This design comes from an exercise in tuning for small area and a short achievable clock period on the open sky130 flow, not from production work. The RTL was checked by simulation tests, not by an equivalence proof against the original design.

## build 23
==> flow/design.v (excerpt) <==
module mac(
    input [15:0] x1,
    input [15:0] x2,
    input clk,
    input rst,
    input en,
    output [39:0] y
    );
Settings: LEC_CHECK=0, ABC_AREA=1, CAP_MARGIN=20, CORE_MARGIN=2, CORE_UTILIZATION=40, SETUP_SLACK_MARGIN=5, SLEW_MARGIN=20, SYNTH_HIERARCHICAL=1; clock period 12.0 ns.
standard.sh (not shown) runs the stock make flow with config.mk's settings and CLKGATE_MAP_FILE= SYNTH_SCRIPT=/design/flow/synth_recipe.tcl, a recipe that flattens the netlist after the stock synthesis.
==> flow/flow/run.sh <==
#!/bin/bash
MARGIN=${MARGIN:-7}
bash standard.sh SETUP_SLACK_MARGIN=$MARGIN finish > standard.log 2>&1
Modified inputs, build 89 compared to build 23
==> flow/run.sh (new file) <==
#!/bin/bash
# synth_recipe.tcl (not shown) runs the flow's synth.tcl, then flattens the netlist and writes it again
# the make line also repeats each setting of config.mk as NAME=value (left out here)
make -C /OpenROAD-flow-scripts/flow DESIGN_CONFIG=/design/flow/config.mk WORK_HOME=/design/flow/orfs CLKGATE_MAP_FILE= SYNTH_SCRIPT=/design/flow/synth_recipe.tcl finish
removed: flow/flow/run.sh
removed: flow/standard.sh
## What came out
- Going from build 23 to build 89, aggregate global routing overflow held; detailed-route wire length went down 7600 um; critical path depth went up 1.
- | setup slack | build 89 vs build 23 | 1.16 ns lower |
- As far as row count goes, build 23 and build 89 are indistinguishable; the numbers are identical.
- Taking build 23 over build 89, the final cell area excluding filler cells ratio works out to 1.3.
- Worst hold margin, build 23 and build 89: larger value in build 23
- Final weighted congestion in routability-driven placement: higher on build 23
- Final cell count (build 89 / build 23): 0.895
Here is what was changed in the inputs of build 35 compared with build 89.
==> flow/flow/run.sh (new file) <==
#!/bin/bash
MARGIN=${MARGIN:-8}
bash standard.sh SETUP_SLACK_MARGIN=$MARGIN finish > standard.log 2>&1
==> flow/standard.sh (new file) <==
#!/bin/bash
# synth_recipe.tcl (not shown) runs the flow's synth.tcl, then flattens the netlist and writes it again
# the make line also repeats each setting of config.mk as NAME=value (left out here)
make -C /OpenROAD-flow-scripts/flow DESIGN_CONFIG=/design/flow/config.mk WORK_HOME=/design/flow/orfs CLKGATE_MAP_FILE= SYNTH_SCRIPT=/design/flow/synth_recipe.tcl "${@:-finish}"
removed: flow/run.sh
Findings:
Compared with build 89, in build 35 total global-route track usage went up 4.3 points; total vias in the final route went up 1020; global-route wire length before repair went up 24%; final cell count went up 12%.
Half-perimeter wire length after detailed placement for build 35: 460 um up relative to build 89
Relative to build 35, the following input files were edited for build 48:
==> flow/flow/run.sh <==
#!/bin/bash
MARGIN=${MARGIN:-6}
bash standard.sh SETUP_SLACK_MARGIN=$MARGIN finish > standard.log 2>&1
Notes after the runs:
Build 48 vs build 35, instance count: build 48 lower
Comparing build 35 with build 48, the number of cells after detailed placement came out essentially unchanged.
Comparing build 35 and build 48, via count of the routed design is lower on build 48.
There was hardly any difference in number of well-tap cells placed between build 35 and build 48.
Delay contributed by the slowest stage of the critical path of build 48 is on par with build 35.
In terms of summed negative setup slack over all endpoints, build 48 and build 35 differ only marginally.
Master of the slowest instance on the critical path: sky130_fd_sc_hd__fa_2 -> build 35, sky130_fd_sc_hd__fa_1 -> build 48
Between build 35 and build 48, the area used by multi-input combinational logic is lower for build 48.


alpha:
mac, a different RTL version from the one above (not shown whole).
Size: about 890 cells after synthesis, about 75 I/O pins, about 8900 sq um of cells after synthesis.
==> flow/config.mk <==
export PLATFORM = sky130hd
export DESIGN_NAME = mac
export DESIGN_NICKNAME = mac
export VERILOG_FILES = /design/flow/design.v
export SDC_FILE = /design/flow/constraint.sdc
export NUM_CORES = 4
export LEC_CHECK = 0
export ABC_AREA = 1
export CAP_MARGIN = 20
export CORE_MARGIN = 2
export CORE_UTILIZATION = 60
export CTS_BUF_LIST = sky130_fd_sc_hd__clkbuf_4 sky130_fd_sc_hd__clkbuf_8
export SETUP_SLACK_MARGIN = 5
export SLEW_MARGIN = 20
export SYNTH_HIERARCHICAL = 1
==> flow/constraint.sdc <==
create_clock -name core_clock -period 12.0 [get_ports {clk}]
set_input_delay 2.4000 -clock core_clock [delete_from_list [all_inputs] [get_ports {clk}]]
set_output_delay 2.4000 -clock core_clock [all_outputs]
set_load 0.01 [all_outputs]
==> flow/flow/run.sh <==
#!/bin/bash
# The standard layout (standard.sh: ORFS synthesis to final layout) with a
# few extra ORFS settings; the clock, constraints and synthesis script are
# unchanged. Settings come from flow/params.sh:
#   MARGIN      setup slack that repair_timing aims for (ns)
#   PORTBUF     cell used to buffer every input and output port
#   EXTRA       further ORFS make variables
set -u
. flow/params.sh
bash standard.sh SETUP_SLACK_MARGIN=$MARGIN "BUFFER_PORTS_ARGS=-buffer_cell $PORTBUF" $EXTRA finish > standard.log 2>&1
==> flow/flow/params.sh <==
MARGIN=6.5
PORTBUF=sky130_fd_sc_hd__buf_1
EXTRA="ABC_LOAD_IN_FF=2"
alpha ran to completion and came out clean on the timing, DRC and antenna checks.
[inputs] beta vs alpha
==> flow/flow/params.sh <==
MARGIN=6.8
PORTBUF=sky130_fd_sc_hd__buf_1
EXTRA="ABC_LOAD_IN_FF=2"
Findings:
Summary: fmax, beta better than alpha
Summary of beta over alpha: layout-stage area growth over the synthesis result +11 points.
Against alpha, beta comes in 170 ps lower on shortest clock period the worst path allows after layout.
Relative to alpha, count of non-CTS buffers in the layout has gone up in beta.
Placed instance area (higher): beta
Proportion of cell area occupied by multi-input gates (higher): alpha
Cmp beta and alpha / final period utilization / higher: alpha

## afterwards: timing with drivers on the ports
Ports are ideal in the flow. The routed layouts listed here were re-timed in OpenROAD.
Step 1: set_driving_cell puts a clkbuf_16 on clk and a buf_2 on each other input, an assumption about the parent block.
Step 2 adds t to the input delays and takes it off the output delays; t is the mean of the earliest and latest rising clock arrival at the registers after step 1. Input paths then give back, and output paths get back, about the clock's delay inside the block.
Slacks: no drivers / after step 1 / after step 2; pairs: no drivers / after step 1.
run | shift t [ns] | setup WS [ns] | worst slew at a driven data input, ns | cell pins on the clock port's net
build 23 | 0.400 | 6.562 / 6.450 / 6.050 | 0.17 | 1
build 89 | 0.393 | 5.404 / 5.422 / 5.029 | 0.03 | 1
build 35 | 0.397 | 6.455 / 6.470 / 6.073 | 0.06 | 1
build 48 | 0.393 | 6.071 / 6.084 / 5.691 | 0.03 | 1
alpha | 0.411 | 6.621 / 6.603 / 6.226 | 0.04 | 1
beta | 0.427 | 6.788 / 6.771 / 6.359 | 0.08 | 1
After both steps setup and hold are still met in every run listed. The setup slack of build 23, which loses most, moves by -0.112 ns with the drivers and by -0.512 ns with both steps.
